What follows belongs to an exercise in optimizing a design on an open flow for small area, a short achievable clock period and few clock cycles per item; a production flow would make more cautious choices.
The RTL was checked by simulation tests, not by an equivalence proof against the original design.
No activity file was given, so power comes from the tool's default toggle rates.

===== design/flow/config.mk =====
export PLATFORM = sky130hd
export DESIGN_NAME = speck_rc4_keygen
export DESIGN_NICKNAME = speck_rc4_keygen
export VERILOG_FILES = /design/flow/design.v
export SDC_FILE = /design/flow/constraint.sdc
export NUM_CORES = 4
export LEC_CHECK = 0
export ABC_CLOCK_PERIOD_IN_PS = 4000
export CAP_MARGIN = 20
export CORE_MARGIN = 2
export CORE_UTILIZATION = 40
export SETUP_SLACK_MARGIN = 2.6
export SLEW_MARGIN = 20

===== design/flow/constraint.sdc =====
create_clock -name core_clock -period 7.0 [get_ports {clk}]
set_input_delay 1.4000 -clock core_clock [delete_from_list [all_inputs] [get_ports {clk}]]
set_output_delay 1.4000 -clock core_clock [all_outputs]
set_load 0.01 [all_outputs]

===== design/flow/design.v =====
`timescale 1ns / 1ps
module adder_speck(ain1,
             ain2,
             add_out,
             c56
    );
    input [63:0] ain1;
    input [63:0] ain2;
    output [63:0] add_out;
    output c56;                  
    wire [63:0] G [0:6];
    wire [63:0] P [0:6];
    assign G[0] = ain1 & ain2;
    assign P[0] = ain1 ^ ain2;
    genvar l, i;
    generate
        for (l = 0; l < 6; l = l + 1) begin : lv
            for (i = 0; i < 64; i = i + 1) begin : bt
                if (i & (1 << l)) begin : c
                    localparam integer J = ((i >> l) << l) - 1;
                    assign G[l+1][i] = G[l][i] | (P[l][i] & G[l][J]);
                    assign P[l+1][i] = P[l][i] & P[l][J];
                end else begin : p
                    assign G[l+1][i] = G[l][i];
                    assign P[l+1][i] = P[l][i];
                end
            end
        end
    endgenerate
    assign add_out = P[0] ^ {G[6][62:0], 1'b0};
    assign c56 = G[6][55];
endmodule
`timescale 1ns / 1ps
module shift_right_speck(in,
                   out
    );
    input[63:0] in;
    output[63:0] out;
    assign out = (in>>7);
endmodule
`timescale 1ns / 1ps
module shift_left_speck(in,
                  out
    );
    input[63:0] in;
    output[63:0] out;
    assign out = (in<<2);
endmodule
`timescale 1ns / 1ps
module adder_rc4(input [3:0] in1,in2,
             output [4:0] out
    );
        assign out = in1+in2;
endmodule
`timescale 1ns / 1ps
module mod16_rc4(input  [4:0] in,
              output [3:0] out
    );
    assign out = (in % 16);
endmodule
`timescale 1ns / 1ps
module speck_rc4_keygen (
    input             clk,
    input             rst,
    input             start,
    input      [63:0] X,
    input      [63:0] Y1,
    input      [63:0] K1,
    input      [63:0] H1,
    input      [3:0]  add_to_read,
    output            ready,
    output     [3:0]  out,
    output     [31:0] final_out
);
    reg        idle, speck, hash, ksa, prga;
    reg [3:0]  cnt;             
    reg [3:0]  jAq, r2, r3;     
    reg [3:0]  tAr, tBr, aval;  
    reg        asel;
    reg [63:0] A, B, K, C;
    wire [63:0] sum;
    wire        c56;
    adder_speck add (.ain1(A >> 7), .ain2(B), .add_out(sum), .c56(c56));
    wire [63:0] r_new = sum ^ (hash ? (A << 2) : K);           
    wire [63:0] ky    = K ^ (B << 2);
    wire [63:0] y_new = sum ^ ky;
    wire [63:0] h0    = (sum << 2) ^ ((ky << 2) ^ C);          
    wire [7:0] htop0 = ({7'd0, A[63]} + B[63:56])        ^ A[61:54];
    wire [7:0] htop1 = ({7'd0, A[63]} + B[63:56] + 8'd1) ^ A[61:54];
    wire [7:0] htop  = c56 ? htop1 : htop0;
    wire [3:0] k0_0  = htop0[7:4];
    wire [3:0] k0_1  = htop1[7:4];
    wire [3:0] kk_0  = htop0[7:4] + htop0[3:0];
    wire [3:0] kk_1  = htop1[7:4] + htop1[3:0];
    wire [3:0] kk    = c56 ? kk_1 : kk_0;
    function [3:0] rd(input [63:0] s, input [3:0] idx);
        rd = s[4*idx +: 4];
    endfunction
    wire [3:0] o0 = {3'd0, prga};           
    wire [3:0] o1 = {2'd0, prga, ~prga};    
    wire [3:0] ka = A[63:60];               
    wire [3:0] kb = A[59:56];               
    wire [3:0] sa = prga ? B[7:4]  : B[3:0];
    wire [3:0] sb = prga ? B[11:8] : B[7:4];
    wire [3:0] jAr = jAq;
    wire [3:0] sjA = rd(B, jAr);
    wire       c1  = (jAr == o1);
    wire [3:0] sbA = c1 ? sa : sb;
    wire [3:0] jBr = c1 ? r3 : r2;
    wire [3:0] sjB = (jBr == jAr) ? sa : (jBr == o0) ? sjA : rd(B, jBr);
    reg [63:0] Bn;
    integer p;
    always @* begin
        for (p = 0; p < 16; p = p + 1)
            Bn[4*p +: 4] = (p[3:0] == jBr) ? sbA :
                           (p[3:0] == o1)  ? sjB :
                           (p[3:0] == jAr) ? sa  :
                           (p[3:0] == o0)  ? sjA : B[4*p +: 4];
    end
    wire [3:0] nb2  = 4'd14 - cnt;                  
    wire [3:0] sa_n = sa + nb2;
    wire [3:0] sb_n = sb + nb2;
    wire [3:0] tAs  = (sa - cnt) + sjA;             
    wire [3:0] tAn  = sa_n + sjA;                   
    wire [3:0] tBn  = (c1 ? sa_n : sb_n) + sjB;     
    wire       ksa_last = ksa && (cnt == 4'd14);
    wire       prga_nx  = prga || ksa_last;
    wire [3:0] s2_nx = (jBr == 4'd2) ? sbA : (jAr == 4'd2) ? sa : B[11:8];
    wire [3:0] s3_nx = (jBr == 4'd3) ? sbA : (jAr == 4'd3) ? sa : B[15:12];
    wire [3:0] s4_nx = (jBr == 4'd4) ? sbA : (jAr == 4'd4) ? sa : B[19:16];
    wire [3:0] sa_nx = prga_nx ? s3_nx : s2_nx;
    wire [3:0] sb_nx = prga_nx ? s4_nx : s3_nx;
    wire [3:0] kn2  = A[55:52] - 4'd2;
    wire [3:0] kkn2 = A[55:52] + A[51:48] - 4'd2;
    wire [3:0] qa   = c1 ? r3 + kn2  : r2 + kn2;
    wire [3:0] qk   = c1 ? r3 + kkn2 : r2 + kkn2;
    wire [3:0] qam  = ksa_last ? 4'd0 : qa;       
    wire [3:0] qkm  = ksa_last ? 4'd0 : qk;       
    wire [3:0] jA_nx = qam + sa_nx;
    wire [3:0] r2_nx = qkm + sa_nx + sb_nx;
    wire [3:0] r3_nx = qkm + {sa_nx[2:0], 1'b0};
    wire [3:0] ksA = asel ? aval : rd(B, tAr);
    wire [3:0] ksB = rd(B, tBr);
    reg [63:0] S_init;
    always @* begin
        for (p = 0; p < 16; p = p + 1)
            S_init[4*p +: 4] = p[3:0];
    end
    always @(posedge clk) begin
        if (rst) begin
            idle  <= 1'b1;
            speck <= 1'b0;
            hash  <= 1'b0;
            ksa   <= 1'b0;
            prga  <= 1'b0;
        end else begin
            if (idle && start) begin
                idle  <= 1'b0;
                speck <= 1'b1;
            end
            if (speck && cnt == 4'd6) begin
                speck <= 1'b0;
                hash  <= 1'b1;
            end
            if (hash && cnt == 4'd7) begin
                hash <= 1'b0;
                ksa  <= 1'b1;
            end
            if (ksa_last) begin
                ksa  <= 1'b0;
                prga <= 1'b1;
            end
            if (prga && cnt == 4'd14) begin
                prga <= 1'b0;
                idle <= 1'b1;
            end
        end
    end
    always @(posedge clk) begin
        if (idle) begin
            cnt <= 4'd0;
        end else if (speck) begin
            cnt <= (cnt == 4'd6) ? 4'd0 : cnt + 4'd1;
        end else if (hash) begin
            cnt   <= (cnt == 4'd7) ? 4'd0 : cnt + 4'd1;
            jAq <= c56 ? k0_1 : k0_0;      
            r2  <= kk + 4'd1;              
            r3  <= kk;                     
        end else begin
            cnt   <= cnt + 4'd2;
            jAq   <= jA_nx;
            r2    <= r2_nx;
            r3    <= r3_nx;
            tAr   <= tAn;
            tBr   <= tBn;
            asel  <= (tAs == o1) || (tAs == jBr);
            aval  <= (tAs == o1) ? sbA : sjB;
        end
    end
    always @(posedge clk) begin
        if (idle) begin
            if (start) begin
                A <= X;
                B <= Y1;
            end
            K <= K1;
            C <= H1;
        end else if (speck) begin
            A <= (cnt == 4'd6) ? h0 : r_new;
            B <= (cnt == 4'd6) ? K : y_new;
        end else if (hash) begin
            A <= r_new;
            if (cnt == 4'd7)
                B <= S_init;
        end else begin    
            A <= {A[55:0], (ksa ? 8'd0 : {ksA, ksB})};
            B <= {Bn[7:0], Bn[63:8]};
        end
    end
    assign ready = idle;
    wire [3:0] KS [0:15];
    genvar gi;
    generate
        for (gi = 0; gi < 16; gi = gi + 1) begin : g_ks
            if (gi < 14) begin : g_a
                assign KS[gi] = A[55 - 4*gi -: 4];
            end
        end
    endgenerate
    assign KS[14] = ksA;
    assign KS[15] = ksB;
    assign out       = KS[add_to_read];
    assign final_out = {KS[0] ^ KS[2],  KS[1] ^ KS[3],
                        KS[4] ^ KS[6],  KS[5] ^ KS[7],
                        KS[8] ^ KS[10], KS[9] ^ KS[11],
                        KS[12] ^ KS[14], KS[13] ^ KS[15]};
endmodule

===== design/flow/flow/run.sh =====
#!/bin/bash
# Standard ORFS flow (the standard.sh, standard synthesis unchanged);
# the only change is the cell used to buffer the ports: buf_1 instead of
# the default clkdlybuf4s50_1 (every port still gets its own buffer).
set -o pipefail
bash standard.sh BUFFER_PORTS_ARGS="-buffer_cell sky130_fd_sc_hd__buf_1" finish > flow_make.log 2>&1

===== design/flow/standard.sh =====
#!/bin/bash
# synth_recipe.tcl (not shown) runs the flow's synth.tcl, then flattens the netlist and writes it again
# the make line also repeats each setting of config.mk as NAME=value (left out here)
make -C /OpenROAD-flow-scripts/flow DESIGN_CONFIG=/design/flow/config.mk WORK_HOME=/design/flow/orfs CLKGATE_MAP_FILE= SYNTH_SCRIPT=/design/flow/synth_recipe.tcl "${@:-finish}"

==> results of run 1 <==
-- worst max-delay path by stage --
stage                       from     end  slack (ns)  depth (start not counted)
after detailed placement  jAq[1]   r2[3]        1.59                         19
after CTS                   B[8]  out[0]        1.97                          6
after floorplan           jAq[1]   r2[3]        2.46                         21
after global routing       B[16]  out[0]        1.92                          6
after global placement    jAq[1]   r2[3]        1.68                         19
final                      B[16]  out[0]        1.92                          6
-- kinds of logic (layout without fill, tap and decap cells) --
kind of cell | count (synthesis) | in the layout | synth area share [%]
buffers and inverters | 249 | 660 | 3.856
AND/OR/NAND/NOR | 612 | 612 | 10.41
XOR/XNOR | 453 | 453 | 16.36
AO/OA/AOI/OAI | 659 | 660 | 17.28
flip-flops | 290 | 290 | 33.24
other | 0 | 3 | 0
adder cells (fa/ha/maj) | 125 | 125 | 6.728
multiplexers | 209 | 209 | 12.12
-- power by group --
group | internal (W) | switching, W | total [W] | leakage (nW)
clock network | 0.00115 | 0.000855 | 0.00201 | 0.598
registers | 0.00239 | 0.000474 | 0.00287 | 2.89
logic | 0.00427 | 0.00596 | 0.0102 | 8.11
total | 0.00782 | 0.00729 | 0.0151 | 11.6
-- final cells by class --
| cell class | count | share of cell area (%) |
|---|---|---|
| inverter | 86 | 1.137 |
| timing repair buffer | 504 | 9.357 |
| sequential | 290 | 27.81 |
| multi-input combinational | 2059 | 54.24 |
| antenna | 3 | 0.02420 |
| tap | 855 | 3.448 |
| clock buffer | 43 | 3.126 |
| clock inverter | 25 | 0.8147 |
| timing repair inverter | 2 | 0.04033 |
-- worst max-delay path, delay by kind of cell, from the launching register on --
kind | cells | cell delay, ns
multiplexers | 5 | 2.37
flip-flops | 1 | 0.55
buffers and inverters | 1 | 0.16
-- placed cells by master, fill, tap and decap left out, types with 26 or more instances in the layout --
master	count
buf_1	288
nor2_1	188
nand3_1	41
mux2i_1	101
a221oi_1	50
o211ai_1	31
o21a_1	26
ha_1	99
clkbuf_16	38
nand2_1	231
xor2_1	167
xnor2_1	251
a22oi_1	29
a21o_1	30
buf_4	185
nor3_1	32
edfxtp_1	281
o21ai_0	125
a21oi_1	160
mux4_2	68
inv_1	81
-- routing by layer --
layer	track usage, %	vias up
li1	-	10412
met1	49.75	12247
met2	52.76	1874
met3	10.82	333
met4	14.39	4
met5	0	-
-- per-stage QoR --
step | power (W) | instance area (sq um) | instances
after global routing | 0.01564 | 31020 | 3865
after detailed placement | 0.01173 | 28120 | 3663
after floorplan | 0.008840 | 25990 | 2597
after CTS | 0.01452 | 30670 | 3848
after global placement | 0.01170 | 28080 | 3661
final | 0.01511 | 31020 | 3867
-- timing repair --
action | 4_1_cts | 5_1_grt
gates resized for setup | 87 | 36
pin swaps | 12 | 14
buffers inserted | 112 | 16
endpoints found under the setup margin | 47 | 51
gates cloned | 5 | 0
-- registers in the layout (all words and copies together) (netlist names) --
| name | cells |
|---|---|
| K | 64 |
| aval | 4 |
| jAq | 4 |
| B | 64 |
| idle | 1 |
| tAr | 4 |
| r3 | 4 |
| C | 64 |
| A | 64 |
| cnt | 4 |
| r2 | 4 |
| asel | 1 |
| tBr | 4 |
| hash | 1 |
| ksa | 1 |
| prga | 1 |
| speck | 1 |
==> run_results.csv, run 1 <==
group,metric,value,unit
yosys,yosysSeqAreaShare,33.24,%
cells_and_area,area_delta_synth_final,19.67,%
global_routing,antenna_found_initial,5,
sta,drv_slew,0,
setup_path,cp.arrival,3.68,ns
placement,io_buffers,299,
yosys,ys_ff_latch,290,
setup_path,end_kind,"primary output",
worst_hold_path,min_path_type,"register to register",
setup_path,rr_worst_depth,16,
cts,cts_hold_buffers,0,
yosys,synth_nets,2985,
routing,routed-wl-met2,52470,um
sta,hold_viol,0,
sta,rsz0062_at_grt,"true",
worst_hold_path,whs_endpoint,"cnt[0]",
setup_path,r2r_slack,2.39,ns
setup_path,max_stage_delay,0.56,ns
sta,fmax,0.1970,GHz
placement,post-place-ws,1.585,ns
routing,dr.pass1.iters,6,
worst_hold_path,holdCritStartpoint,"cnt[0]",
yosys,synth_top_area_share,32.55,%
setup_path,cp_common_cell,"mux4_2",
cts,clockRootBuffer,"clkbuf_16",
cts,htree_num_levels,2,
routing,final_antenna_net_count,0,
routing,drt-met1-wl,48770,um
yosys,async_flop_share,0,%
pwr,vdd_ir_drop_max,221.9,uV
global_routing,grt-ovfl-total,0,
routing,first_iter_violations,3682,
sta,finalCriticalPeriod,5.076,ns
cts,clock_sinks,290,
die,die_h,258.6,um
routing,wl_met3,17000,um
cts,clockBufferDepth,3,
cells_and_area,drive_gt1_share,15.69,%
placement,gp_congestion,1.016,
job,maxCapViolations,0,
yosys,synthTopCellsByArea,"edfxtp_1 33%, xnor2_1 8.7%, xor2_1 5.9%",
placement,dp_hpwl,89240,um
die,ios,300,
sta,setup_slack,1.924,ns
yosys,synth_cell_types,95,
yosys,synth_most_common_cell,"edfxtp_1",
setup_path,crit_slowest_cell,"mux4_2",
die,dieArea,66860,sq um
cells_and_area,nFillCells,6106,
setup_path,regToRegStartpoint,"prga",
sta,whs,0.6441,ns
routing,vias,24870,
routing,vias_per_cell,6.431,
setup_path,timing.rr.end,"r2[3]",
global_routing,grt_max_degree,94,
cts,cts_tree,"yes",
cts,clkSlewWorstSetupHoldPaths,0.06,ns
yosys,ys.flop_type,"edfxtp_1",
pwr,p_per_area,486.9,nW/um^2
die,initial_core_util,40.36,%
cells_and_area,final_nets,3369,
worst_hold_path,hold_depth,2,
cells_and_area,multi_input_area,16830,sq um
global_routing,grt_pass1_vias,23684,
die,core,64230,sq um
routing,highest_layer,"met5",
routing,drc,0,
yosys,yosysTopAreaCell,"edfxtp_1",
setup_path,crit_path_start_kind,"register",
run_status,status,"timing/DRC/antenna clean",
setup_path,worstPathCellList,"mux4_2 -> mux4_2 -> mux2_4 -> mux4_2 -> mux4_2 -> buf_6",
pwr,p_leak,11.59,nW
setup_path,worstPathMaxFanout,3,
die,fp-row-count,93,
cts,clock_latency,0.59,ns
yosys,synthTopCellsByCount,"281 x edfxtp_1, 258 x xnor2_1, 234 x nand2_1",
yosys,synth_edf_count,281,
global_routing,grt.total_usage,36.04,%
yosys,yosys_warnings,2,
yosys,syn-cell-area,25920,sq um
sta,tns,0,ns
cells_and_area,register_area,8627,sq um
yosys,netlist_instances,2597,
sta,period_share,72.51,%
routing,wl_per_cell,32.08,um
sta,worst_pin_slew,1.167,ns
sta,maxSlewHeadroom,22.09,%
cells_and_area,final_util,48.30,%
setup_path,critical_path_class,"register to primary output",
sta,fin_skew,0.03466,ns
cts,cts_buffers,38,
sta,finalSetupViolCount,0,
yosys,syn_avg_cell_area,9.983,sq um
routing,drt-total-wl,124100,um
die,die_x,258.6,um
setup_path,critical_path_required,5.60,ns
global_routing,grt_first_pass_wirelength,172500,um
Testbench counts, summed over its fixed seeds: cycles 10,240, items 320.
==> run 2: changes to the inputs <==
--- a/design/flow/design.v
+++ b/design/flow/design.v
@@ -72,7 +72,7 @@
     output     [3:0]  out,
     output     [31:0] final_out
 );
-    reg        idle, speck, hash, ksa, prga;
+    reg        idle, speck, hash, ksa, prga, flush;
     reg [3:0]  cnt;             
     reg [3:0]  jAq, r2, r3;     
     reg [3:0]  tAr, tBr, aval;  
@@ -153,6 +153,7 @@
             hash  <= 1'b0;
             ksa   <= 1'b0;
             prga  <= 1'b0;
+            flush <= 1'b0;
         end else begin
             if (idle && start) begin
                 idle  <= 1'b0;
@@ -171,13 +172,17 @@
                 prga <= 1'b1;
             end
             if (prga && cnt == 4'd14) begin
-                prga <= 1'b0;
-                idle <= 1'b1;
+                prga  <= 1'b0;
+                flush <= 1'b1;
+            end
+            if (flush) begin
+                flush <= 1'b0;
+                idle  <= 1'b1;
             end
         end
     end
     always @(posedge clk) begin
-        if (idle) begin
+        if (idle || flush) begin
             cnt <= 4'd0;
         end else if (speck) begin
             cnt <= (cnt == 4'd6) ? 4'd0 : cnt + 4'd1;
@@ -199,10 +204,9 @@
     end
     always @(posedge clk) begin
         if (idle) begin
-            if (start) begin
+            if (start)
                 A <= X;
-                B <= Y1;
-            end
+            B <= Y1;
             K <= K1;
             C <= H1;
         end else if (speck) begin
@@ -222,13 +226,9 @@
     genvar gi;
     generate
         for (gi = 0; gi < 16; gi = gi + 1) begin : g_ks
-            if (gi < 14) begin : g_a
-                assign KS[gi] = A[55 - 4*gi -: 4];
-            end
+            assign KS[gi] = A[63 - 4*gi -: 4];
         end
     endgenerate
-    assign KS[14] = ksA;
-    assign KS[15] = ksB;
     assign out       = KS[add_to_read];
     assign final_out = {KS[0] ^ KS[2],  KS[1] ^ KS[3],
                         KS[4] ^ KS[6],  KS[5] ^ KS[7],
==> run 2 against run 1 <==
Against the previous run:
- synthesized cell count increased by 1.6%
- register-to-register slack improved by 0.24 ns
- power increased by 3.3%
- sequential share of layout area increased by 0.38 points
- final cell count decreased by 0.13%
- global-route usage decreased by 2.9 points
- combinational power about the same
- fmax increased by 16%
- non-clock buffer count decreased by 47
- worst hold slack got worse by 0.011 ns
- core utilization decreased by 0.71 points
- critical path depth increased by 5
- critical path type is now register to register
==> run_results.csv, run 2 <==
group,metric,value,unit
routing,vias,24320,
sta,maxSlewHeadroom,25.79,%
cts,clock_latency,0.60,ns
cells_and_area,multi_input_area,16780,sq um
die,ios,300,
sta,tns,0,ns
yosys,ys.flop_type,"edfxtp_1",
yosys,synth_fa_ha_area_share,6.683,%
routing,drc,0,
yosys,yosys.area_share.simple,10.88,%
pwr,p_seq_share,20.1,%
yosys,yosysTopAreaCell,"edfxtp_1",
cells_and_area,final_nets,3363,
sta,drv_slew,0,
yosys,synth_top_area_share,32.33,%
placement,gp_congestion,1.027,
sta,period_share,62.48,%
yosys,synth_top_family_by_area,"compound AO/OA/AOI/OAI gates",
yosys,synth_most_common_cell,"edfxtp_1",
cts,clock_sinks,291,
pwr,power.switching,0.007328,W
yosys,synthMuxAreaShare,11.45,%
yosys,synth-compound-area-share,17.75,%
cells_and_area,nFillCells,6120,
setup_path,critical_path_required,7.32,ns
routing,drt-total-wl,115000,um
setup_path,crit_path_start_kind,"register",
yosys,syn-cell-area,26100,sq um
placement,dp_hpwl,84060,um
setup_path,cp.arrival,4.69,ns
die,core,64460,sq um
setup_path,worstPathMaxFanout,8,
yosys,async_flop_share,0,%
cts,clockBufferDepth,3,
cells_and_area,register_area,8647,sq um
sta,fin_skew,0.03669,ns
pwr,pwr-share-clk,13.5,%
cells_and_area,layout_commonest_cell,"buf_1",
die,dieArea,67310,sq um
cts,clkSlewWorstSetupHoldPaths,0.06,ns
pwr,p_int,0.008282,W
worst_hold_path,min_path_type,"register to register",
cts,cts_buffers,38,
pwr,swShare,46.94,%
yosys,yosys_warnings,2,
yosys,synthTopCellsByCount,"281 x edfxtp_1, 250 x xnor2_1, 228 x nand2_1",
routing,first_iter_violations,3246,
yosys,synthTopCellsByArea,"edfxtp_1 32%, xnor2_1 8.4%, mux4_2 5.7%",
pwr,p_leak,11.58,nW
yosys,syn_avg_cell_area,9.893,sq um
pwr,vdd_ir_drop_max,252.6,uV
global_routing,grt_max_degree,83,
sta,whs,0.6328,ns
yosys,ys_ff_latch,291,
sta,worst_pin_slew,1.113,ns
yosys,synth_edf_count,281,
cells_and_area,final_util,47.59,%
yosys,synth_nets,3026,
global_routing,grt_pass1_vias,23386,
sta,hold_viol,0,
placement,io_buffers,299,
cts,clockRootBuffer,"clkbuf_16",
routing,wl_per_cell,29.78,um
sta,rsz0062_at_grt,"true",
run_status,status,"timing/DRC/antenna clean",
global_routing,grt-ovfl-total,0,
sta,finalSetupViolCount,0,
die,initial_core_util,40.49,%
global_routing,grt.total_usage,33.10,%
routing,dr.pass1.iters,6,
pwr,power_frac_comb,66.4,%
die,die_x,259.4,um
sta,finalCriticalPeriod,4.374,ns
cells_and_area,final_cell_mix,"294 x buf_1, 281 x edfxtp_1, 249 x xnor2_1",
cts,cts_tree,"yes",
die,die_h,259.4,um
job,maxCapViolations,0,
setup_path,end_kind,"register",
sta,fmax,0.2286,GHz
global_routing,antenna_found_initial,6,
pwr,p_per_area,508.8,nW/um^2
cells_and_area,area_delta_synth_final,17.55,%
yosys,synth_xor_area_share,16.38,%
routing,vias_per_cell,6.297,
yosys,yosysSeqAreaShare,33.10,%
yosys,netlist_instances,2638,
yosys,synth_cell_types,97,
cts,htree_num_levels,2,
setup_path,critical_path_class,"register to register",
cells_and_area,drive_gt1_share,13.28,%
routing,final_antenna_net_count,0,
die,fp-row-count,93,
global_routing,grt_first_pass_wirelength,162500,um
[run 2: cell count changes after synthesis, sizes merged, moves of 12 or more]
cell / before / now
a211oi: 13 / 45
nor2: 197 / 211
buf: 39 / 27
mux2i: 111 / 123
mux4: 78 / 66
xor2: 175 / 163
[run 2: path summary, 6_finish.rpt]
kind,start,endpoint,slack (ns),cells past startpoint
worst max-delay path,B[34],A[59],2.63,11
worst min-delay path,cnt[0],cnt[0],0.63,2
worst max register to register,B[34],A[59],2.63,11
worst min register to register,cnt[0],cnt[0],0.63,2
[run 2: repair_timing]
action	in CTS	in global routing
hold buffers	0	0
setup buffers	25	72
endpoints found under the setup margin	52	44
gates resized for setup	49	52
cloned	1	3
pin swaps	5	20
[run 2: critical path, cell delays in order (launching register included)]
cell	delay [ns]
edfxtp_1	0.59
ha_1	0.44
nand4_1	0.26
or4_4	0.50
nor3_4	0.27
a41oi_4	0.25
a2111o_4	0.64
a31oi_4	0.29
nor2_2	0.10
xnor3_1	0.20
and3_1	0.20
o41a_1	0.37
[run 2: stage by stage]
step                setup WS, ns  power (W)  cells  area (sq um)
floorplan                  2.637   0.009745   2638         26130
global placement           1.769    0.01252   3687         28150
detailed placement         1.638    0.01257   3687         28160
CTS                        2.522    0.01494   3782         29810
global route               2.552    0.01641   3859         30670
finish                     2.626    0.01561   3862         30680
[run 2: layout make-up]
type / instances / share of cell area [%]
Antenna cell: 3 / 0.02447
Clock buffer: 42 / 3.149
Clock inverter: 27 / 1.064
Inverter: 97 / 1.207
Multi-Input combinational cell: 2090 / 54.71
Sequential cell: 291 / 28.19
Tap cell: 855 / 3.487
Timing Repair Buffer: 457 / 8.173
[run 2: kinds of logic (layout without fill, tap and decap cells)]
group / count (synthesis) / count (layout)
compound gates: 682 / 682
simple gates: 629 / 629
xor+xnor: 442 / 442
flops: 291 / 291
buf+inv: 257 / 623
mux: 212 / 212
fa+ha+maj: 125 / 125
other cells: 0 / 3
[run 2: per-layer routing]
| layer | vias to the layer above | part of all wire [%] | GRT usage (%) |
|---|---|---|---|
| met3 | 328 | 10 | 5.946 |
| met1 | 11959 | 38 | 43.11 |
| li1 | 10455 | - | - |
| met4 | 8 | 5.5 | 17.11 |
| met2 | 1570 | 46 | 52.64 |
| met5 | - | 0.054 | 0 |
[run 2: power by group through the flow]
stage          Sequential, W  Clock (W)  Combinational (W)
6_report             0.00314    0.00211             0.0104
5_1_grt              0.00315    0.00219             0.0111
4_1_cts              0.00320    0.00214            0.00960
3_5_place_dp         0.00329          0            0.00928
3_3_place_gp         0.00328          0            0.00923
2_1_floorplan        0.00276          0            0.00699
Testbench counts of run 2, summed over its fixed seeds: cycles 10,560, items 320.
==> run 3: changes to the inputs <==
--- a/design/flow/config.mk
+++ b/design/flow/config.mk
@@ -9,5 +9,7 @@
 export CAP_MARGIN = 20
 export CORE_MARGIN = 2
 export CORE_UTILIZATION = 40
+export CTS_CLUSTER_DIAMETER = 100
+export CTS_CLUSTER_SIZE = 16
 export SETUP_SLACK_MARGIN = 2.6
 export SLEW_MARGIN = 20
==> run 3 against run 2 <==
Against the previous run:
- first-iteration DRC count fell by 2.0%
- clock skew rose by 0.0026 ns
- register-to-register slack got worse by 0.03 ns
- sequential power barely moved
- sequential cell count did not move
- highest routed layer unchanged
==> run_results.csv, run 3 <==
group,metric,value,unit
worst_hold_path,min_path_type,"register to register",
yosys,synth_cell_types,97,
sta,hold_viol,0,
global_routing,grt-ovfl-total,0,
cells_and_area,final_nets,3336,
die,ios,300,
run_status,status,"timing/DRC/antenna clean",
placement,dp_hpwl,84060,um
cells_and_area,nFillCells,6194,
yosys,yosys_warnings,2,
cells_and_area,layout_commonest_cell,"buf_1",
routing,drt-total-wl,114700,um
pwr,vdd_ir_drop_max,226.2,uV
yosys,ys.flop_type,"edfxtp_1",
job,maxCapViolations,0,
cells_and_area,drive_gt1_share,12.09,%
pwr,p_leak,11.23,nW
die,dieArea,67310,sq um
yosys,syn-cell-area,26100,sq um
yosys,async_flop_share,0,%
global_routing,grt_first_pass_wirelength,161900,um
cells_and_area,area_delta_synth_final,14.83,%
cells_and_area,final_cell_mix,"294 x buf_1, 281 x edfxtp_1, 247 x xnor2_1",
global_routing,grt_max_degree,83,
cts,clock_latency,0.61,ns
sta,fmax,0.2271,GHz
routing,first_iter_violations,3180,
cts,htree_num_levels,1,
cts,clockRootBuffer,"clkbuf_16",
routing,vias_per_cell,6.325,
global_routing,grt.total_usage,32.86,%
die,fp-row-count,93,
yosys,syn_avg_cell_area,9.893,sq um
cts,clkSlewWorstSetupHoldPaths,0.07,ns
cts,cts_buffers,24,
routing,vias,24141,
die,core,64460,sq um
yosys,netlist_instances,2638,
yosys,synth_top_area_share,32.33,%
die,die_x,259.4,um
sta,fin_skew,0.03925,ns
cells_and_area,multi_input_area,16780,sq um
yosys,synthTopCellsByCount,"281 x edfxtp_1, 250 x xnor2_1, 228 x nand2_1",
setup_path,end_kind,"register",
cells_and_area,stdcell_count,3817,
setup_path,critical_path_class,"register to register",
setup_path,critical_path_required,7.42,ns
die,initial_core_util,40.49,%
sta,period_share,62.90,%
sta,maxSlewHeadroom,22.25,%
global_routing,antenna_found_initial,4,
yosys,synthTopCellsByArea,"edfxtp_1 32%, xnor2_1 8.4%, mux4_2 5.7%",
cts,cts_tree,"yes",
cells_and_area,num_antenna_cells,0,
routing,wl_met3,11170,um
yosys,yosysTopAreaCell,"edfxtp_1",
pwr,p_per_area,495.3,nW/um^2
routing,drc,0,
cts,clockBufferDepth,3,
placement,gp_congestion,1.027,
sta,tns,0,ns
yosys,synth_edf_count,281,
yosys,synth_nets,3026,
routing,wl_per_cell,30.06,um
global_routing,grt_pass1_vias,23168,
sta,rsz0062_at_grt,"true",
die,die_h,259.4,um
yosys,synth_most_common_cell,"edfxtp_1",
placement,io_buffers,299,
yosys,ys_ff_latch,291,
cts,clock_sinks,291,
sta,drv_slew,0,
setup_path,cp.arrival,4.82,ns
setup_path,crit_path_start_kind,"register",
sta,worst_pin_slew,1.163,ns
setup_path,worstPathMaxFanout,38,
routing,highest_layer,"met5",
cells_and_area,register_area,8647,sq um
routing,drt-met1-wl,44230,um
placement,dp.cells,3687,
yosys,yosysSeqAreaShare,33.10,%
routing,routed-wl-met2,52690,um
sta,finalSetupViolCount,0,
sta,finalCriticalPeriod,4.403,ns
routing,final_antenna_net_count,0,
routing,dr.pass1.iters,8,
[run 3: cell counts after synthesis]
Identical to the previous run, type by type.
[run 3: final timing paths]
check	start	slack, ns	cells past startpoint	end
min reg2reg	cnt[0]	0.64	2	cnt[0]
max reg2reg	cnt[0]	2.60	12	A[42]
max	cnt[0]	2.60	12	A[42]
min	cnt[0]	0.64	2	cnt[0]
[run 3: logic make-up (layout without fill, tap and decap cells)]
logic type | after synthesis | after routing | synth area share, %
AO/OA/AOI/OAI | 682 | 682 | 17.75
XOR/XNOR | 442 | 442 | 16.38
adder cells (fa/ha/maj) | 125 | 125 | 6.683
buffers and inverters | 257 | 581 | 3.754
flip-flops | 291 | 291 | 33.10
multiplexers | 212 | 212 | 11.45
AND/OR/NAND/NOR | 629 | 629 | 10.88
[run 3: cell type report]
class | count | area share (%)
multi-input cells | 2090 | 55.98
repair buffers | 444 | 7.861
well taps | 855 | 3.570
clock buffers | 33 | 2.221
flip-flops and latches | 291 | 28.85
clock inverters | 7 | 0.2797
inverters | 97 | 1.236
[run 3: repair_timing]
action                                  in CTS  in global routing
gates resized for setup                     49                 46
buffers inserted                            20                 65
pin swaps                                    4                 13
hold buffers                                 0                  0
gates cloned                                 0                  3
endpoints found under the setup margin      56                 45
[run 3: through the flow]
stage          setup WS [ns]  area, sq um  hold slack (ns)  utilization [%]  total power [W]
3_5_place_dp           1.638        28160           0.6292            43.68          0.01257
4_1_cts                2.496        29200           0.6411            45.30          0.01425
6_report               2.597        29970           0.6419            46.49          0.01484
5_1_grt                2.553        29970           0.6880            46.49          0.01560
3_3_place_gp           1.769        28150           0.6311            43.67          0.01252
2_1_floorplan          2.637        26130           0.4630                -         0.009745
[run 3: power breakdown]
part | switching, W | internal (W) | leakage, nW
sequential | 0.000688 | 0.00244 | 2.93
clock | 0.000741 | 0.000708 | 0.359
combinational | 0.00578 | 0.00448 | 7.93
[run 3: worst max-delay path: stages, from the launching register on]
cell	delay (ns)
dfxtp_1	0.56
inv_1	0.08
ha_1	0.23
nand2_1	0.12
nor2_2	0.04
buf_4	0.29
nand2_1	0.13
buf_4	0.58
nand2_1	0.90
buf_4	0.51
nor2_1	0.42
a22oi_1	0.18
o21ai_0	0.14
[run 3: metal layers]
layer  vias to the layer above  global-route usage, %
met5                         -                      0
met4                         4                  16.87
met3                       307                  4.482
met2                      1584                  52.55
met1                     11856                  43.51
li1                      10390                      -
==> run 4: changes to the inputs <==
--- a/design/flow/config.mk
+++ b/design/flow/config.mk
@@ -13,3 +13,4 @@
 export CTS_CLUSTER_SIZE = 16
 export SETUP_SLACK_MARGIN = 2.6
 export SLEW_MARGIN = 20
+export TNS_END_PERCENT = 10
==> run 4 against run 3 <==
Against the previous run:
- global-route usage is 0.15 points lower
- critical endpoint is now out[1]
- design area is 0.48% higher
- sequential power hardly changed
- fmax is 2.4% lower
- worst hold slack better by 0.0090 ns
- worst setup slack worse by 0.11 ns
- final cell count is 0.73% higher
- sequential cell count stayed put
- core utilization is 0.23 points higher
==> run_results.csv, run 4 <==
group,metric,value,unit
sta,finalSetupViolCount,0,
cts,cts_hold_buffers,0,
yosys,synth_top_area_share,32.33,%
die,dieArea,67310,sq um
yosys,synthTopCellsByArea,"edfxtp_1 32%, xnor2_1 8.4%, mux4_2 5.7%",
routing,final_antenna_net_count,0,
routing,vias_per_cell,6.250,
cells_and_area,final_nets,3362,
pwr,power.switching,0.007207,W
setup_path,crit_path_start_kind,"input pin",
die,initial_core_util,40.49,%
cts,cts_buffers,24,
setup_path,critPathTopFamily,"buffers and inverters",
setup_path,max_stage_delay,0.36,ns
yosys,yosysTopAreaCell,"edfxtp_1",
pwr,power_frac_comb,69.6,%
global_routing,grt_max_degree,76,
die,die_h,259.4,um
run_status,status,"timing/DRC/antenna clean",
routing,vias,24030,
yosys,ys_ff_latch,291,
sta,fmax,0.2216,GHz
cells_and_area,nFillCells,6208,
sta,hold_viol,0,
global_routing,grt-ovfl-total,0,
setup_path,cp_common_cell,"buf_1",
pwr,power,0.01490,W
yosys,syn-cell-area,26100,sq um
global_routing,grt_first_pass_wirelength,160400,um
yosys,ys.flop_type,"edfxtp_1",
setup_path,cp.arrival,3.11,ns
worst_hold_path,min_path_type,"register to register",
cts,cts_tree,"yes",
sta,tns,0,ns
yosys,synth_nets,3026,
yosys,synth_cell_types,97,
sta,setup_slack,2.487,ns
sta,whs,0.6508,ns
placement,post-place-ws,1.446,ns
cells_and_area,final_util,46.72,%
setup_path,end_kind,"primary output",
routing,drt-total-wl,113700,um
yosys,yosysSeqAreaShare,33.10,%
sta,worst_pin_slew,1.193,ns
pwr,p_int,0.007694,W
placement,io_buffers,299,
yosys,synth_most_common_cell,"edfxtp_1",
job,maxCapViolations,0,
setup_path,critical_path_required,5.60,ns
global_routing,grt.total_usage,32.71,%
pwr,swShare,48.37,%
sta,rsz0062_at_grt,"true",
cts,clock_latency,0.61,ns
cells_and_area,drive_gt1_share,12.58,%
routing,wl_per_cell,29.57,um
sta,maxSlewHeadroom,20.48,%
yosys,async_flop_share,0,%
cells_and_area,layout_commonest_cell,"buf_1",
routing,dr.pass1.iters,6,
setup_path,critical_path_class,"input pin to primary output",
setup_path,worstPathMaxFanout,28,
sta,fin_skew,0.04016,ns
pwr,vdd_ir_drop_max,295.9,uV
yosys,synthTopCellsByCount,"281 x edfxtp_1, 250 x xnor2_1, 228 x nand2_1",
setup_path,critPathBufInv,4,
yosys,yosys_warnings,2,
yosys,syn_avg_cell_area,9.893,sq um
placement,gp_congestion,0.9898,
yosys,synth_edf_count,281,
sta,finalCriticalPeriod,4.513,ns
routing,first_iter_violations,3012,
cells_and_area,area_delta_synth_final,15.39,%
cts,htree_num_levels,1,
setup_path,crit_slowest_cell,"a21oi_1",
cts,clkSlewWorstSetupHoldPaths,0.07,ns
cells_and_area,final_cell_mix,"296 x buf_1, 281 x edfxtp_1, 248 x xnor2_1",
die,fp-row-count,93,
cts,clockBufferDepth,3,
global_routing,antenna_found_initial,4,
yosys,netlist_instances,2638,
pwr,p_leak,11.33,nW
die,ios,300,
die,core,64460,sq um
cts,clockRootBuffer,"clkbuf_16",
sta,drv_slew,0,
pwr,pwr-share-clk,9.3,%
placement,dp_hpwl,83310,um
pwr,p_seq_share,21.0,%
cts,clock_sinks,291,
setup_path,worstPathCellList,"buf_1 -> buf_6 -> inv_1 -> nor2_1 -> a31oi_1 -> o221ai_1 -> o21ai_0 -> a21oi_1 -> buf_1",
die,die_x,259.4,um
global_routing,grt_pass1_vias,23161,
sta,period_share,64.47,%
pwr,p_per_area,494.8,nW/um^2
routing,drc,0,
==> run 4: cell counts after synthesis <==
Identical to the previous run, type by type.
==> run 4: worst register-to-register path, cell delays in order, from the launching register on <==
cell and delay (ns):
edfxtp_1 0.59, ha_1 0.44, nand4_1 0.22, or4_4 0.49, nor3_4 0.37, a41oi_4 0.27
a2111o_4 0.60, and3_4 0.22, nor3_4 0.26, xnor2_1 0.18, nor2_1 0.06, o41a_1 0.43
==> run 4: power by group through the flow <==
stage                     registers [W]  logic (W)  clock network, W
after floorplan                 0.00276    0.00698                 0
after global placement          0.00330    0.00924                 0
after detailed placement        0.00329    0.00932                 0
after CTS                       0.00321    0.00969           0.00140
after global routing            0.00314     0.0111           0.00147
final                           0.00313     0.0104           0.00139
==> run 4: repair_timing <==
| action | 4_1_cts | 5_1_grt |
|---|---|---|
| cloned | 2 | 0 |
| pin swaps | 3 | 17 |
| gates resized for setup | 45 | 40 |
| setup buffers | 27 | 89 |
| endpoints found under the setup margin | 74 | 62 |
==> run 4: final timing paths <==
| kind | to | from | slack, ns | depth (start not counted) |
|---|---|---|---|---|
| min reg2reg | cnt[0] | cnt[0] | 0.65 | 2 |
| max reg2reg | A[59] | B[34] | 2.61 | 11 |
| max | out[1] | add_to_read[0] | 2.49 | 9 |
| min | cnt[0] | cnt[0] | 0.65 | 2 |
==> run 4: area by class of cell <==
class                   count  area (sq um)  share of cell area [%]
diodes                      2         5.005                 0.01662
clock buffers              32         651.9                   2.165
well taps                 855          1070                   3.552
clock inverters             8         61.31                  0.2036
inverters                  97         377.9                   1.255
flip-flops and latches    291          8647                   28.71
repair buffers            470          2520                   8.368
multi-input cells        2090         16780                   55.73
==> run 4: logic make-up after synthesis <==
family / count (synthesis) / share of synthesized area, %
XOR/XNOR: 442 / 16.38
AND/OR/NAND/NOR: 629 / 10.88
flip-flops: 291 / 33.10
multiplexers: 212 / 11.45
buffers and inverters: 257 / 3.754
AO/OA/AOI/OAI: 682 / 17.75
adder cells (fa/ha/maj): 125 / 6.683
==> run 4: metal layers <==
layer	vias up	global-route usage, %	wire length, um
li1	10451	-	-
met1	11795	43.05	44580
met2	1473	52.47	52180
met3	305	5.165	10480
met4	6	16.00	6408
met5	-	0	35
==> run 4: per-stage QoR <==
step / std cells / area [sq um]
floorplan: 2638 / 26110
global placement: 3684 / 28120
detailed placement: 3685 / 28130
CTS: 3754 / 29260
global route: 3844 / 30110
finish: 3845 / 30120
==> run 5: changes to the inputs <==
==> design/flow/flow/run.sh (replaced) <==
#!/bin/bash
# Standard ORFS flow (the standard.sh, standard synthesis unchanged) with
# two layout settings changed:
#  - ports are buffered with buf_1 instead of clkdlybuf4s50_1 (every port
#    still gets its own buffer);
#  - timing repair may resize a cell to any footprint (MATCH_CELL_FOOTPRINT=0),
#    not only to cells of the same width.
set -o pipefail
bash standard.sh BUFFER_PORTS_ARGS="-buffer_cell sky130_fd_sc_hd__buf_1" MATCH_CELL_FOOTPRINT=0 finish > flow_make.log 2>&1
--- a/design/flow/config.mk
+++ b/design/flow/config.mk
@@ -9,8 +9,5 @@
 export CAP_MARGIN = 20
 export CORE_MARGIN = 2
 export CORE_UTILIZATION = 40
-export CTS_CLUSTER_DIAMETER = 100
-export CTS_CLUSTER_SIZE = 16
 export SETUP_SLACK_MARGIN = 2.6
 export SLEW_MARGIN = 20
-export TNS_END_PERCENT = 10
==> run 5 against run 4 <==
Against the previous run:
- still clean
- power rose by 3.9%
- combinational power about the same
- worst setup slack better by 0.097 ns
- global-route usage grew 0.40 points
- highest routed layer unchanged
==> run_results.csv, run 5 <==
group,metric,value,unit
run_status,status,"timing/DRC/antenna clean",
placement,gp_congestion,1.015,
yosys,synth_edf_count,281,
cts,cts_tree,"yes",
cts,clock_sinks,291,
yosys,synthTopCellsByCount,"281 x edfxtp_1, 250 x xnor2_1, 228 x nand2_1",
job,maxCapViolations,0,
routing,drt-total-wl,115900,um
cells_and_area,nFillCells,6116,
global_routing,antenna_found_initial,2,
die,die_x,259.4,um
cts,cts_buffers,36,
setup_path,critical_path_required,5.60,ns
yosys,synth_cell_types,97,
yosys,syn-cell-area,26100,sq um
cells_and_area,drive_gt1_share,14.23,%
yosys,synth_top_area_share,32.33,%
yosys,synth_nets,3026,
die,ios,300,
pwr,p_per_area,504.4,nW/um^2
cells_and_area,layout_commonest_cell,"buf_1",
worst_hold_path,hold_depth,2,
yosys,yosysTopAreaCell,"edfxtp_1",
yosys,synth_most_common_cell,"edfxtp_1",
yosys,yosysSeqAreaShare,33.10,%
setup_path,rr_worst_depth,12,
sta,period_share,63.09,%
global_routing,grt_first_pass_wirelength,162100,um
die,die_h,259.4,um
cts,htree_num_levels,2,
worst_hold_path,min_path_type,"register to register",
cts,clockRootBuffer,"clkbuf_16",
sta,finalCriticalPeriod,4.416,ns
die,core,64460,sq um
routing,drc,0,
cts,clockBufferDepth,3,
pwr,p_leak,11.60,nW
sta,maxSlewHeadroom,29.16,%
routing,vias,24356,
setup_path,timing.rr.end,"B[43]",
sta,fin_skew,0.01520,ns
cells_and_area,final_nets,3386,
placement,io_buffers,299,
cts,cts_hold_buffers,0,
routing,final_antenna_net_count,0,
placement,dp_hpwl,84340,um
setup_path,end_kind,"primary output",
sta,hold_viol,0,
sta,worst_pin_slew,1.063,ns
yosys,async_flop_share,0,%
routing,first_iter_violations,2932,
sta,setup_slack,2.584,ns
pwr,power,0.01549,W
routing,vias_per_cell,6.282,
die,dieArea,67310,sq um
die,fp-row-count,93,
sta,rsz0062_at_grt,"true",
sta,fmax,0.2264,GHz
global_routing,grt-ovfl-total,0,
routing,wl_per_cell,29.91,um
sta,finalSetupViolCount,0,
setup_path,cp.arrival,3.02,ns
cells_and_area,num_antenna_cells,0,
routing,dr.pass1.iters,8,
yosys,synthTopCellsByArea,"edfxtp_1 32%, xnor2_1 8.4%, mux4_2 5.7%",
cts,clock_latency,0.56,ns
die,initial_core_util,40.49,%
sta,tns,0,ns
worst_hold_path,whs_endpoint,"idle",
cells_and_area,final_cell_mix,"294 x buf_1, 281 x edfxtp_1, 249 x xnor2_1",
yosys,syn_avg_cell_area,9.893,sq um
placement,dp.cells,3685,
yosys,ys.flop_type,"edfxtp_1",
setup_path,regToRegStartpoint,"B[17]",
global_routing,grt.total_usage,33.12,%
setup_path,worstPathMaxFanout,14,
global_routing,grt_max_degree,75,
cts,clkSlewWorstSetupHoldPaths,0.06,ns
setup_path,r2r_slack,2.63,ns
cells_and_area,stdcell_count,3877,
setup_path,crit_path_start_kind,"input pin",
cells_and_area,area_delta_synth_final,17.63,%
setup_path,critical_path_class,"input pin to primary output",
sta,drv_slew,0,
pwr,vdd_ir_drop_max,286.5,uV
yosys,yosys_warnings,2,
global_routing,grt_pass1_vias,23364,
placement,post-place-ws,1.664,ns
worst_hold_path,holdCritStartpoint,"flush",
yosys,netlist_instances,2638,
yosys,ys_ff_latch,291,
-- run 5: cell types whose count changed in the layout (fill, tap and decap cells not counted), moves of 4 or more --
cell / before / now
a21oi_1: 162 / 158
inv_1: 91 / 87
a21oi_2: 4 / 8
buf_4: 164 / 174
clkinv_1: 4 / 8
nand2_2: 1 / 5
clkbuf_16: 25 / 41
nand2_1: 227 / 223
-- run 5: worst max-delay path by stage --
stage                   start  endpoint  slack [ns]  cells past startpoint
4_1_cts                jAq[0]     r2[3]        2.54                     19
2_1_floorplan          jAq[0]     r2[3]        2.64                     19
6_report       add_to_read[0]    out[2]        2.58                      8
3_5_place_dp           jAq[0]     r2[3]        1.66                     19
5_1_grt                jAq[0]     r2[3]        2.53                     19
3_3_place_gp           jAq[0]     r2[3]        1.75                     19
-- run 5: layout make-up --
class | instances | area [sq um] | share of cell area (%)
Clock inverter | 19 | 178.9 | 0.5828
Clock buffer | 43 | 948.4 | 3.089
Inverter | 97 | 370.4 | 1.206
Sequential cell | 291 | 8647 | 28.17
Multi-Input combinational cell | 2090 | 16840 | 54.86
Timing Repair Buffer | 482 | 2644 | 8.611
Tap cell | 855 | 1070 | 3.485
-- run 5: critical path: stages --
cell and delay [ns]:
clkbuf_4 0.19, buf_12 0.18, mux2i_2 0.40, o221ai_1 0.25, o21ai_0 0.13, o221ai_1 0.15
o21a_1 0.17, buf_1 0.14
-- run 5: kinds of logic (layout without fill, tap and decap cells) --
logic type / Yosys count / in the layout / share of synthesized area (%)
simple gates: 629 / 629 / 10.88
fa+ha+maj: 125 / 125 / 6.683
flops: 291 / 291 / 33.10
xor+xnor: 442 / 442 / 16.38
compound gates: 682 / 682 / 17.75
mux: 212 / 212 / 11.45
buf+inv: 257 / 641 / 3.754
-- run 5: what timing repair did --
item	in CTS	in global routing
setup buffers	26	99
setup endpoints to repair	56	50
resized for setup	41	63
pin swaps	3	16
gates cloned	2	2
-- run 5: power by group --
group / total [W] / internal, W / switching [W]
Combinational: 0.0105 / 0.00460 / 0.00586
Clock: 0.00188 / 0.00108 / 0.000803
Sequential: 0.00315 / 0.00245 / 0.000698
-- run 5: routing by layer --
layer  up-vias  global-route usage, %  part of all wire, %
met5         -                      0                0.010
met1     11949                  42.89                   39
met3       314                  5.936                  9.7
met4         2                  16.78                  5.7
met2      1586                  53.11                   46
li1      10505                      -                    -
-- run 5: per-stage QoR --
step           hold slack [ns]  utilization, %  instance area (sq um)
6_report                0.6083           47.62                  30700
5_1_grt                 0.6404           47.62                  30700
4_1_cts                 0.5940           45.97                  29640
3_5_place_dp            0.5801           43.67                  28150
3_3_place_gp            0.5715           43.66                  28140
2_1_floorplan           0.4630               -                  26130
==> run 6: changes to the inputs <==
--- a/design/flow/design.v
+++ b/design/flow/design.v
@@ -125,17 +125,19 @@
     wire [3:0] tBn  = (c1 ? sa_n : sb_n) + sjB;     
     wire       ksa_last = ksa && (cnt == 4'd14);
     wire       prga_nx  = prga || ksa_last;
+    reg        nxp;        
+    reg        nlast;      
     wire [3:0] s2_nx = (jBr == 4'd2) ? sbA : (jAr == 4'd2) ? sa : B[11:8];
     wire [3:0] s3_nx = (jBr == 4'd3) ? sbA : (jAr == 4'd3) ? sa : B[15:12];
     wire [3:0] s4_nx = (jBr == 4'd4) ? sbA : (jAr == 4'd4) ? sa : B[19:16];
-    wire [3:0] sa_nx = prga_nx ? s3_nx : s2_nx;
-    wire [3:0] sb_nx = prga_nx ? s4_nx : s3_nx;
+    wire [3:0] sa_nx = nxp ? s3_nx : s2_nx;
+    wire [3:0] sb_nx = nxp ? s4_nx : s3_nx;
     wire [3:0] kn2  = A[55:52] - 4'd2;
     wire [3:0] kkn2 = A[55:52] + A[51:48] - 4'd2;
     wire [3:0] qa   = c1 ? r3 + kn2  : r2 + kn2;
     wire [3:0] qk   = c1 ? r3 + kkn2 : r2 + kkn2;
-    wire [3:0] qam  = ksa_last ? 4'd0 : qa;       
-    wire [3:0] qkm  = ksa_last ? 4'd0 : qk;       
+    wire [3:0] qam  = nlast ? 4'd0 : qa;          
+    wire [3:0] qkm  = nlast ? 4'd0 : qk;          
     wire [3:0] jA_nx = qam + sa_nx;
     wire [3:0] r2_nx = qkm + sa_nx + sb_nx;
     wire [3:0] r3_nx = qkm + {sa_nx[2:0], 1'b0};
@@ -182,25 +184,24 @@
         end
     end
     always @(posedge clk) begin
+        nxp   <= prga || ksa_last || (ksa && cnt == 4'd12);
+        nlast <= ksa && (cnt == 4'd12);
         if (idle || flush) begin
             cnt <= 4'd0;
         end else if (speck) begin
             cnt <= (cnt == 4'd6) ? 4'd0 : cnt + 4'd1;
         end else if (hash) begin
             cnt   <= (cnt == 4'd7) ? 4'd0 : cnt + 4'd1;
-            jAq <= c56 ? k0_1 : k0_0;      
-            r2  <= kk + 4'd1;              
-            r3  <= kk;                     
         end else begin
             cnt   <= cnt + 4'd2;
-            jAq   <= jA_nx;
-            r2    <= r2_nx;
-            r3    <= r3_nx;
-            tAr   <= tAn;
-            tBr   <= tBn;
-            asel  <= (tAs == o1) || (tAs == jBr);
-            aval  <= (tAs == o1) ? sbA : sjB;
-        end
+        end
+        jAq  <= hash ? (c56 ? k0_1 : k0_0) : jA_nx;     
+        r2   <= hash ? kk + 4'd1 : r2_nx;               
+        r3   <= hash ? kk : r3_nx;                      
+        tAr  <= tAn;
+        tBr  <= tBn;
+        asel <= (tAs == o1) || (tAs == jBr);
+        aval <= (tAs == o1) ? sbA : sjB;
     end
     always @(posedge clk) begin
         if (idle) begin
@@ -214,8 +215,7 @@
             B <= (cnt == 4'd6) ? K : y_new;
         end else if (hash) begin
             A <= r_new;
-            if (cnt == 4'd7)
-                B <= S_init;
+            B <= (cnt == 4'd7) ? S_init : K;
         end else begin    
             A <= {A[55:0], (ksa ? 8'd0 : {ksA, ksB})};
             B <= {Bn[7:0], Bn[63:8]};
==> design/flow/flow/run.sh (replaced) <==
#!/bin/bash
# Standard ORFS flow (the standard.sh, standard synthesis unchanged);
# the only change is the cell used to buffer the ports: buf_1 instead of
# the default clkdlybuf4s50_1 (every port still gets its own buffer).
set -o pipefail
bash standard.sh BUFFER_PORTS_ARGS="-buffer_cell sky130_fd_sc_hd__buf_1" finish > flow_make.log 2>&1
--- a/design/flow/config.mk
+++ b/design/flow/config.mk
@@ -9,5 +9,7 @@
 export CAP_MARGIN = 20
 export CORE_MARGIN = 2
 export CORE_UTILIZATION = 40
+export CTS_CLUSTER_DIAMETER = 100
+export CTS_CLUSTER_SIZE = 16
 export SETUP_SLACK_MARGIN = 2.6
 export SLEW_MARGIN = 20
==> run 6 against run 5 <==
Against the previous run:
- critical path depth grew 13
- sequential cell count up 2
- worst hold slack got worse by 0.0072 ns
- clock power shrank 19%
- non-clock buffer count is 65 lower
- core utilization shrank 1.1 points
- die area decreased by 4.9%
- clock skew grew 0.013 ns
==> run_results.csv, run 6 <==
group,metric,value,unit
sta,tns,0,ns
setup_path,max_stage_delay,0.45,ns
sta,drv_slew,0,
die,fp-row-count,91,
sta,setup_slack,2.565,ns
setup_path,rr_worst_depth,21,
setup_path,timing.rr.end,"r2[3]",
setup_path,critical_path_required,7.53,ns
sta,period_share,63.35,%
cells_and_area,stdcell_count,3695,
die,initial_core_util,40.34,%
cells_and_area,final_nets,3273,
worst_hold_path,holdCritStartpoint,"flush",
placement,dp_hpwl,86180,um
yosys,synthTopCellsByArea,"edfxtp_1 23%, xnor2_1 8.9%, dfxtp_1 8.2%",
routing,final_antenna_net_count,0,
cells_and_area,nFillCells,5875,
global_routing,grt_pass1_vias,23090,
cells_and_area,final_cell_mix,"293 x buf_1, 248 x xnor2_1, 236 x nand2_1",
routing,vias,23923,
yosys,async_flop_share,0,%
cts,clock_latency,0.60,ns
routing,drc,0,
worst_hold_path,whs_endpoint,"idle",
pwr,vdd_ir_drop_max,280.6,uV
yosys,yosysTopAreaCell,"edfxtp_1",
die,core,61480,sq um
cells_and_area,layout_commonest_cell,"buf_1",
setup_path,crit_slowest_cell,"fa_1",
yosys,synth_nets,2988,
global_routing,grt.total_usage,35.38,%
setup_path,end_kind,"register",
global_routing,grt_first_pass_wirelength,163400,um
cells_and_area,area_delta_synth_final,15.39,%
worst_hold_path,min_path_type,"register to register",
sta,finalSetupViolCount,0,
routing,drt-total-wl,116300,um
setup_path,crit_path_start_kind,"register",
sta,maxSlewHeadroom,28.59,%
cts,cts_buffers,26,
die,dieArea,64010,sq um
pwr,power,0.01371,W
job,maxCapViolations,0,
cts,cts_tree,"yes",
placement,dp.cells,3593,
yosys,yosys_warnings,2,
setup_path,worstPathCellList,"buf_12 -> nor3b_4 -> o21ai_4 -> buf_12 -> mux2i_4 -> buf_6 -> inv_1 -> buf_6 -> ha_1 -> inv_1 -> fa_1 -> nor2_2 -> fa_1 -> ha_1 -> fa_1 -> xor2_1 -> xnor2_1 -> xnor2_1 -> xnor2_1 -> nor2_1 -> a21oi_1",
setup_path,regToRegStartpoint,"jAq[0]",
placement,io_buffers,299,
placement,gp_congestion,0.9752,
yosys,synthTopCellsByCount,"253 x xnor2_1, 237 x nand2_1, 192 x edfxtp_1",
die,die_h,253.0,um
setup_path,cp.arrival,4.96,ns
sta,hold_viol,0,
setup_path,r2r_slack,2.57,ns
worst_hold_path,hold_depth,2,
setup_path,critical_path_class,"register to register",
sta,fin_skew,0.02771,ns
run_status,status,"timing/DRC/antenna clean",
sta,finalCriticalPeriod,4.435,ns
global_routing,antenna_found_initial,9,
yosys,synth_edf_count,192,
routing,first_iter_violations,3035,
yosys,yosysSeqAreaShare,31.40,%
die,die_x,253.0,um
routing,wl_per_cell,31.47,um
setup_path,worstPathMaxFanout,14,
yosys,syn-cell-area,24800,sq um
sta,rsz0062_at_grt,"true",
cts,clock_sinks,293,
sta,fmax,0.2255,GHz
setup_path,critPathTopFamily,"adder cells",
yosys,synth_top_area_share,23.25,%
yosys,syn_avg_cell_area,9.543,sq um
yosys,netlist_instances,2599,
yosys,synth_most_common_cell,"xnor2_1",
pwr,p_leak,10.39,nW
routing,vias_per_cell,6.474,
cts,clockBufferDepth,3,
sta,worst_pin_slew,1.067,ns
cts,clockRootBuffer,"clkbuf_16",
yosys,synth_cell_types,86,
cells_and_area,drive_gt1_share,12.26,%
global_routing,grt-ovfl-total,0,
cts,htree_num_levels,1,
pwr,p_per_area,479.0,nW/um^2
cts,clkSlewWorstSetupHoldPaths,0.08,ns
setup_path,critPathBufInv,6,
routing,dr.pass1.iters,9,
cells_and_area,final_util,46.54,%
placement,post-place-ws,1.649,ns
die,ios,300,
global_routing,grt_max_degree,94,
yosys,ys.flop_type,"edfxtp_1",
yosys,ys_ff_latch,293,
[run 6: changes by cell type in the layout (fill, tap and decap cells not counted), sizes merged, moves of 12 or more]
cell     before  now
a2bb2oi      17   30
buf         474  409
a21o         39   27
nor2        211  182
nor3         43   26
xnor3        25   11
edfxtp      281  192
o21ai       145  172
a221oi       51   67
dfxtp        10  101
mux2i       123  105
a211oi       45   32
[run 6: worst max path at each step]
stage            from     to  cells after the start
6_report       jAq[0]  r2[3]                     21
5_1_grt        jAq[0]  r2[3]                     21
4_1_cts        jAq[0]  r2[3]                     20
3_5_place_dp   jAq[0]  r2[3]                     18
3_3_place_gp   jAq[0]  r2[3]                     18
2_1_floorplan    prga  r2[3]                     21
[run 6: logic make-up (layout without fill, tap and decap cells)]
group | after synthesis | count (layout) | synth area share (%)
XOR/XNOR | 423 | 423 | 15.64
flip-flops | 293 | 293 | 31.40
AO/OA/AOI/OAI | 736 | 737 | 20.16
AND/OR/NAND/NOR | 581 | 581 | 10.47
other | 0 | 2 | 0
multiplexers | 196 | 196 | 11.39
adder cells (fa/ha/maj) | 126 | 126 | 7.083
buffers and inverters | 244 | 547 | 3.854
[run 6: layer usage]
metal / global-route usage [%] / vias up / share of wire [%]
met1: 46.38 / 11753 / 39
li1: - / 10204 / -
met4: 18.92 / 10 / 6.1
met2: 55.57 / 1591 / 45
met3: 6.322 / 365 / 10
met5: 0 / - / 0.053
[run 6: cell type report]
cell class | count | area [sq um] | share of cell area [%]
multi-input combinational | 2063 | 16420 | 57.38
sequential | 293 | 7815 | 27.31
timing repair buffer | 417 | 2243 | 7.839
tap | 790 | 988.4 | 3.454
clock buffer | 37 | 713.2 | 2.492
inverter | 83 | 314.1 | 1.097
clock inverter | 10 | 117.6 | 0.4110
antenna | 2 | 5.005 | 0.01749
[run 6: power breakdown]
group	switching [W]	internal (W)	leakage, nW
clock network	0.000764	0.000765	0.404
logic	0.00534	0.00390	7.22
registers	0.000723	0.00221	2.77
[run 6: repair_timing]
item                                   4_1_cts  5_1_grt
resized for setup                           60       54
cloned                                       4        2
endpoints found under the hold margin        0        0
setup buffers                               17       29
setup endpoints to repair                   42       34
pin swaps                                    7       10
hold buffers                                 0        0
[run 6: worst reg2reg max path, delay by kind of cell (launching register included)]
family	cells	cell delay (ns)
adders and majority gates	5	1.69
buffers and inverters	6	0.75
xor gates and xnor gates	4	0.64
and+or+nand+nor	3	0.49
DFF	1	0.39
AOI/OAI and AO/OA	2	0.22
muxes	1	0.18
[run 6: metrics by stage]
step	instance area (sq um)	hold slack (ns)
floorplan	24810	0.4830
global placement	26850	0.5496
detailed placement	26850	0.5690
CTS	28110	0.5784
global route	28610	0.6016
finish	28620	0.6011
Testbench counts of run 6, summed over its fixed seeds: cycles 10,560, items 320.
==> run 7: changes to the inputs <==
--- a/design/flow/config.mk
+++ b/design/flow/config.mk
@@ -11,5 +11,5 @@
 export CORE_UTILIZATION = 40
 export CTS_CLUSTER_DIAMETER = 100
 export CTS_CLUSTER_SIZE = 16
-export SETUP_SLACK_MARGIN = 2.6
+export SETUP_SLACK_MARGIN = 2.4
 export SLEW_MARGIN = 20
==> run 7 against run 6 <==
Against the previous run:
- still clean
- register-to-register slack worse by 0.13 ns
- worst hold slack worse by 0.034 ns
- via count down 2.1%
- non-clock buffer count down 44
- worst setup slack worse by 0.13 ns
- sequential power about the same
- critical path type is now input pin to primary output
- highest routed layer unchanged
==> run_results.csv, run 7 <==
group,metric,value,unit
run_status,status,"timing/DRC/antenna clean",
sta,fmax,0.2189,GHz
global_routing,grt-ovfl-total,0,
routing,final_antenna_net_count,0,
cts,cts_tree,"yes",
die,initial_core_util,40.34,%
cts,clock_latency,0.58,ns
cells_and_area,final_nets,3227,
worst_hold_path,min_path_type,"register to register",
global_routing,grt_first_pass_wirelength,158400,um
yosys,synth_most_common_cell,"xnor2_1",
yosys,ys_ff_latch,293,
sta,hold_viol,0,
sta,fin_skew,0.02490,ns
yosys,yosysTopAreaCell,"edfxtp_1",
job,maxCapViolations,0,
placement,gp_congestion,0.9763,
cts,clockBufferDepth,3,
setup_path,max_stage_delay,0.30,ns
yosys,synth_top_area_share,23.25,%
yosys,yosys_warnings,2,
pwr,vdd_ir_drop_max,257.7,uV
routing,first_iter_violations,2830,
sta,drv_slew,0,
setup_path,cp.arrival,3.17,ns
setup_path,critical_path_class,"input pin to primary output",
cells_and_area,area_delta_synth_final,12.54,%
die,core,61480,sq um
yosys,synthTopCellsByArea,"edfxtp_1 23%, xnor2_1 8.9%, dfxtp_1 8.2%",
setup_path,critPathBufInv,3,
yosys,syn-cell-area,24800,sq um
placement,dp.cells,3594,
yosys,netlist_instances,2599,
placement,io_buffers,299,
yosys,synthTopCellsByCount,"253 x xnor2_1, 237 x nand2_1, 192 x edfxtp_1",
global_routing,grt_max_degree,99,
cts,clkSlewWorstSetupHoldPaths,0.07,ns
cells_and_area,stdcell_count,3647,
sta,rsz0062_at_grt,"true",
placement,dp_hpwl,84170,um
setup_path,crit_path_start_kind,"input pin",
routing,vias_per_cell,6.419,
cts,clock_sinks,293,
pwr,p_leak,10.02,nW
die,dieArea,64010,sq um
die,fp-row-count,91,
sta,maxSlewHeadroom,28.37,%
sta,whs,0.5671,ns
routing,wl_per_cell,30.63,um
cts,cts_buffers,24,
setup_path,end_kind,"primary output",
die,ios,300,
routing,dr.pass1.iters,7,
setup_path,worstPathCellList,"buf_2 -> buf_8 -> nor2_1 -> nand2_1 -> o22ai_1 -> a222oi_1 -> a31oi_2 -> buf_1",
yosys,yosysSeqAreaShare,31.40,%
placement,dpl_cell_area,26850,sq um
setup_path,worstPathMaxFanout,23,
cells_and_area,final_cell_area,27910,sq um
cells_and_area,layout_commonest_cell,"buf_1",
pwr,p_per_area,477.9,nW/um^2
setup_path,critical_path_required,5.60,ns
cts,htree_num_levels,1,
pwr,power,0.01334,W
sta,finalCriticalPeriod,4.569,ns
yosys,async_flop_share,0,%
sta,period_share,65.27,%
global_routing,antenna_found_initial,3,
yosys,ys.flop_type,"edfxtp_1",
cells_and_area,nFillCells,5962,
yosys,synth_cell_types,86,
routing,vias,23411,
setup_path,crit_slowest_cell,"nor2_1",
sta,tns,0,ns
yosys,synth_nets,2988,
cells_and_area,final_cell_mix,"297 x buf_1, 249 x xnor2_1, 236 x nand2_1",
die,die_x,253.0,um
routing,drc,0,
global_routing,grt.total_usage,33.89,%
sta,worst_pin_slew,1.071,ns
cts,clockRootBuffer,"clkbuf_16",
yosys,syn_avg_cell_area,9.543,sq um
sta,finalSetupViolCount,0,
routing,drt-total-wl,111700,um
yosys,synth_edf_count,192,
global_routing,grt_pass1_vias,22758,
cells_and_area,drive_gt1_share,9.979,%
die,die_h,253.0,um
setup_path,critPathTopFamily,"compound AO/OA/AOI/OAI gates",
cts,cts_hold_buffers,0,
[run 7: cell counts after synthesis]
No cell type changed its count.
[run 7: final timing paths]
check                           slack [ns]     end  depth (start not counted)            from
worst max-delay path                  2.43  out[2]                          8  add_to_read[1]
worst min-delay path                  0.57  cnt[0]                          1           flush
worst max register to register        2.44   r2[3]                         20          jAq[1]
worst min register to register        0.57  cnt[0]                          1           flush
[run 7: area by class of cell]
class / count / area (sq um) / area share (%)
Antenna cell: 1 / 2.502 / 0.008966
Sequential cell: 293 / 7804 / 27.96
Timing Repair Buffer: 373 / 1753 / 6.281
Clock buffer: 37 / 680.7 / 2.439
Multi-Input combinational cell: 2063 / 16290 / 58.36
Inverter: 83 / 316.6 / 1.134
Clock inverter: 7 / 77.57 / 0.2779
Tap cell: 790 / 988.4 / 3.541
[run 7: logic make-up after synthesis]
family          Yosys count  synth area share [%]
mux                     196                 11.39
simple gates            581                 10.47
flops                   293                 31.40
compound gates          736                 20.16
xor+xnor                423                 15.64
fa+ha+maj               126                 7.083
buf+inv                 244                 3.854
[run 7: power by group]
group	internal, W	switching [W]	total, W
Combinational	0.00375	0.00523	0.00899
Sequential	0.00221	0.000701	0.00291
Clock	0.000717	0.000723	0.00144
[run 7: stage by stage]
step           util, %  setup WS [ns]
2_1_floorplan        -          2.421
3_3_place_gp     43.67          1.591
3_5_place_dp     43.67          1.528
4_1_cts          45.10          2.335
5_1_grt          45.39          2.242
6_report         45.39          2.431
[run 7: routing by layer]
| layer | global-route usage [%] | part of all wire [%] |
|---|---|---|
| met2 | 55.19 | 46 |
| met4 | 13.96 | 4.8 |
| met1 | 44.25 | 39 |
| met3 | 6.260 | 9.6 |
| met5 | 0 | 0.024 |
[run 7: what timing repair did]
item | in CTS | in global routing
pin swaps | 3 | 2
cloned | 1 | 0
buffers inserted | 4 | 3
gates resized for setup | 27 | 39
setup endpoints to repair | 18 | 21

[port drivers added, routing unchanged]
In the flow no input, the clock included, has a driving cell. The finished layouts below were timed again as built, in two steps.
Step 1: set_driving_cell puts a clkbuf_16 on clk and a buf_2 on each other input, an assumption about the parent block.
Step 2 adds t to the input delays and takes it off the output delays; t is the mean of the earliest and latest rising clock arrival at the registers after step 1. Input paths then give back, and output paths get back, about the clock's delay inside the block.
a / b / c = no drivers / after step 1 / after step 2; a / b = the first two.
run	shift t [ns]	slack for setup (ns)	clock arrival spread, ns	worst data-port slew with drivers (ns)
run 1	0.637	1.924 / 1.861 / 2.389	0.035 / 0.035	0.09
run 2	0.643	2.626 / 2.619 / 2.619	0.037 / 0.037	0.09
run 3	0.655	2.597 / 2.597 / 2.597	0.039 / 0.039	0.09
run 4	0.651	2.487 / 2.457 / 2.457	0.040 / 0.040	0.09
run 5	0.619	2.584 / 2.548 / 2.548	0.015 / 0.015	0.08
run 6	0.652	2.565 / 2.565 / 2.565	0.028 / 0.028	0.10
run 7	0.635	2.431 / 2.368 / 2.368	0.025 / 0.025	0.08
After both steps every run listed still meets setup and hold. The setup slack of run 7, which loses most, moves by -0.063 ns with the drivers and by -0.063 ns with both steps.
